This design comes from an exercise in tuning for small area, a short achievable clock period and few clock cycles on the open sky130 flow, not from production work. In this exercise RTL edits were held to simulation tests only and were not proved equivalent to the original. Power and IR drop assume default switching activity.

violet:
==> flow/design.v <==
`timescale 1ns / 1ps
module reg_file(
    input  wire        clk, rst,
    input  wire [4:0]  ra1, ra2,
    output wire [31:0] rd1, rd2,
    input  wire        we,
    input  wire [4:0]  wa,
    input  wire [31:0] wd);
    wire [31:0] wdr = wd & {32{~rst}};
    wire [32*32-1:0] flat;
    assign flat[31:0] = 32'd0;
    genvar i;
    generate
        for (i = 1; i < 32; i = i + 1) begin : r
            reg [31:0] q;
            wire en = rst | (we && wa == i);
            always @(posedge clk) begin
                if (en) q <= wdr;
            end
            assign flat[i*32 +: 32] = q;
        end
    endgenerate
    wire [31:0] s1 = 32'd1 << ra1;
    wire [31:0] s2 = 32'd1 << ra2;
    reg  [31:0] o1, o2;
    integer k;
    always @(*) begin
        o1 = 32'd0;
        o2 = 32'd0;
        for (k = 1; k < 32; k = k + 1) begin
            o1 = o1 | (flat[k*32 +: 32] & {32{s1[k]}});
            o2 = o2 | (flat[k*32 +: 32] & {32{s2[k]}});
        end
    end
    assign rd1 = o1;
    assign rd2 = o2;
endmodule
`timescale 1ns / 1ps
module cpu(
    input  wire        clk, rst,
    output wire [31:0] imem_addr,
    input  wire [31:0] imem_data,
    output wire [31:0] dmem_addr,
    output wire [31:0] dmem_wdata,
    output wire        dmem_we,
    input  wire [31:0] dmem_rdata,
    input  wire [4:0]  led_read,
    output wire [31:0] led_reg_data,
    output reg         halted
    );
    reg  [31:0] a;         
    reg  [31:0] y;         
    reg  [31:0] w;         
    reg  [31:0] pc4;       
    reg  [31:0] tgt;       
    reg  [4:0]  shamt;
    reg  [4:0]  wa;        
    reg         we;        
    reg         sub;       
    reg         s_sum, s_and, s_or, s_xor, s_sll, s_lt, s_lw, s_jal;
    reg         st;        
    reg         b_eq, b_ne, b_nz, jmp, jr;
    wire [31:0] sum = a + y + {31'd0, sub};
    wire        lt  = (a[31] == y[31]) ? a[31] : sum[31];    
    wire [31:0] res = ({32{s_sum}} & sum)
                    | ({32{s_and}} & (a & y))
                    | ({32{s_or }} & (a | y))
                    | ({32{s_xor}} & (a ^ y))
                    | ({32{s_sll}} & (y << shamt))
                    | {31'd0, s_lt & lt}
                    | ({32{s_lw }} & dmem_rdata)
                    | ({32{s_jal}} & pc4);
    assign dmem_addr  = sum;
    assign dmem_wdata = w;
    assign dmem_we    = st;
    wire eq    = a == y;
    wire sum0  = (a ^ y) == {a[30:0] | y[30:0], 1'b0};
    wire taken = (b_eq & eq) | (b_ne & ~eq) | (b_nz & ~sum0);
    wire [31:0] btgt = pc4 + tgt;
    wire [31:0] next = jr ? a : jmp ? tgt : taken ? btgt : pc4;
    assign imem_addr = next;
    wire [31:0] f  = imem_data;
    wire [5:0]  op = f[31:26];
    wire [4:0]  rs = f[25:21];
    wire [4:0]  rt = f[20:16];
    wire [4:0]  rd = f[15:11];
    wire op_sub   = op == 6'b000001;
    wire op_addiu = op == 6'b000010;
    wire op_and   = op == 6'b010000;
    wire op_andi  = op == 6'b010001;
    wire op_ori   = op == 6'b010010;
    wire op_xori  = op == 6'b010011;
    wire op_sll   = op == 6'b011000;
    wire op_slti  = op == 6'b100110;
    wire op_slt   = op == 6'b100111;
    wire op_sw    = op == 6'b110000;
    wire op_lw    = op == 6'b110001;
    wire op_beq   = op == 6'b110100;
    wire op_bne   = op == 6'b110101;
    wire op_bltz  = op == 6'b110110;
    wire op_j     = op == 6'b111000;
    wire op_jr    = op == 6'b111001;
    wire op_jal   = op == 6'b111010;
    wire op_halt  = op == 6'b111111;
    wire [31:0] ra, rb;
    reg_file regs(.clk(clk), .rst(rst),
                  .ra1(halted ? led_read : rs), .ra2(rt), .rd1(ra), .rd2(rb),
                  .we(we), .wa(wa), .wd(res));
    assign led_reg_data = ra;
    wire [31:0] va = (we && wa == rs) ? res : ra;
    wire [31:0] vb = (we && wa == rt) ? res : rb;
    wire use_se = op_addiu | op_slti | op_lw | op_sw;
    wire use_ze = op_andi | op_ori | op_xori;
    wire do_sub = op_sub | op_slt | op_slti;
    wire [31:0] vy = use_se ? {{16{f[15]}}, f[15:0]} : use_ze ? {16'd0, f[15:0]} : vb;
    wire i_type  = op_addiu | op_andi | op_ori | op_xori | op_slti | op_lw;
    wire nowrite = op_sw | op_beq | op_bne | op_bltz | op_j | op_jr | op_halt;
    wire [4:0] dst = op_jal ? 5'd31 : (i_type ? rt : rd);
    wire logic_op  = op_and | op_andi | op_ori | op_xori;
    wire [31:0] fa4 = next + 32'd4;
    always @(posedge clk) begin
        a     <= va;
        y     <= do_sub ? ~vy : vy;
        w     <= vb;
        pc4   <= rst ? 32'd0 : fa4;         
        tgt   <= (op_j | op_jal) ? {next[31:28], f[25:0], 2'b00}
                                 : {{14{f[15]}}, f[15:0], 2'b00};
        shamt <= f[10:6];
        wa    <= dst;
        sub   <= do_sub;
        s_and <= op_and | op_andi;
        s_or  <= op_ori;
        s_xor <= op_xori;
        s_sll <= op_sll;
        s_lt  <= op_slt | op_slti;
        s_lw  <= op_lw;
        s_jal <= op_jal;
        s_sum <= ~(logic_op | op_sll | op_slt | op_slti | op_lw | op_jal);
        if (rst | halted) begin
            we   <= 1'b0;
            st   <= 1'b0;
            b_eq <= 1'b0;
            b_ne <= 1'b0;
            b_nz <= 1'b0;
            jmp  <= 1'b0;
            jr   <= 1'b0;
        end else begin
            we   <= ~nowrite & (dst != 5'd0);
            st   <= op_sw;
            b_eq <= op_beq;
            b_ne <= op_bne;
            b_nz <= op_bltz;
            jmp  <= op_j | op_jal;
            jr   <= op_jr;
        end
        if (rst)          halted <= 1'b0;
        else if (op_halt) halted <= 1'b1;
    end
endmodule
export LEC_CHECK = 0
export ABC_CLOCK_PERIOD_IN_PS = 5500
export CAP_MARGIN = 20
export CELL_PAD_IN_SITES_DETAIL_PLACEMENT = 1
export CELL_PAD_IN_SITES_GLOBAL_PLACEMENT = 1
export CORE_MARGIN = 2
export CORE_UTILIZATION = 35
export PLACE_DENSITY = 0.6
export SETUP_SLACK_MARGIN = 3.5
export SLEW_MARGIN = 20
export TNS_END_PERCENT = 10
create_clock -name core_clock -period 9.0 [get_ports {clk}]
run.sh (not shown) runs the stock make flow with config.mk's settings and CLKGATE_MAP_FILE= SYNTH_SCRIPT=/design/flow/synth_recipe.tcl, a recipe that flattens the netlist after the stock synthesis.
Testbench counts of violet, summed over its fixed seeds: cycles 49,200.
Edits applied to the flow inputs when going from violet to pepper:
diff --git a/flow/config.mk b/flow/config.mk
--- a/flow/config.mk
+++ b/flow/config.mk
@@ -13 +13,3 @@
-export CORE_UTILIZATION = 35
+export CORE_UTILIZATION = 40
+export CTS_CLUSTER_DIAMETER = 90
+export CTS_CLUSTER_SIZE = 25
--- outcome ---
violet was carried through to the last stage, and its layout satisfied the timing, design-rule and antenna checks.
pepper went all the way through the flow, and no timing, DRC or antenna check failed.
Longest individual stage delay on the worst path: violet vs pepper — no meaningful difference
From violet to pepper, sequential cell count did not move at all.
NOTE: count of buffer and inverter cells on the critical path in pepper falls short of that of violet
Via count was lower in pepper than in violet.
pepper against violet: maximum operating frequency lost 0.88 MHz, number of buffers created by CTS lost 71.
[pepper] number of nets in the layout fell 113 relative to violet
Lower combinational fraction of design power among violet and pepper: violet
Comparing violet and pepper, total of clock buffers placed in the layout is lower on pepper.

==> afterwards: timing with drivers on the ports <==
The results above use ideal ports. As a check the final layouts listed here were re-extracted and re-timed, cells and wires unchanged.
Step 1 (the two cells are an assumption about what drives the block):
set clk [get_ports {clk}]
set_driving_cell -lib_cell sky130_fd_sc_hd__clkbuf_16 $clk
set_driving_cell -lib_cell sky130_fd_sc_hd__buf_2 [delete_from_list [all_inputs] $clk]
Step 2 adds t to the input delays and takes it off the output delays; t is the mean of the earliest and latest rising clock arrival at the registers after step 1. Input paths then give back, and output paths get back, about the clock's delay inside the block.
Three values: ideal, step 1, step 2; two values: the first two.
| run | shift t [ns] | slack for setup (ns) | pins driven straight from the clock port |
|---|---|---|---|
| violet | 0.885 | 2.936 / 2.787 / 2.321 | 1 |
| pepper | 0.809 | 2.903 / 2.793 / 2.252 | 1 |
After both steps every run listed still meets setup and hold. The setup slack of pepper, which loses most, moves by -0.110 ns with the drivers and by -0.651 ns with both steps.
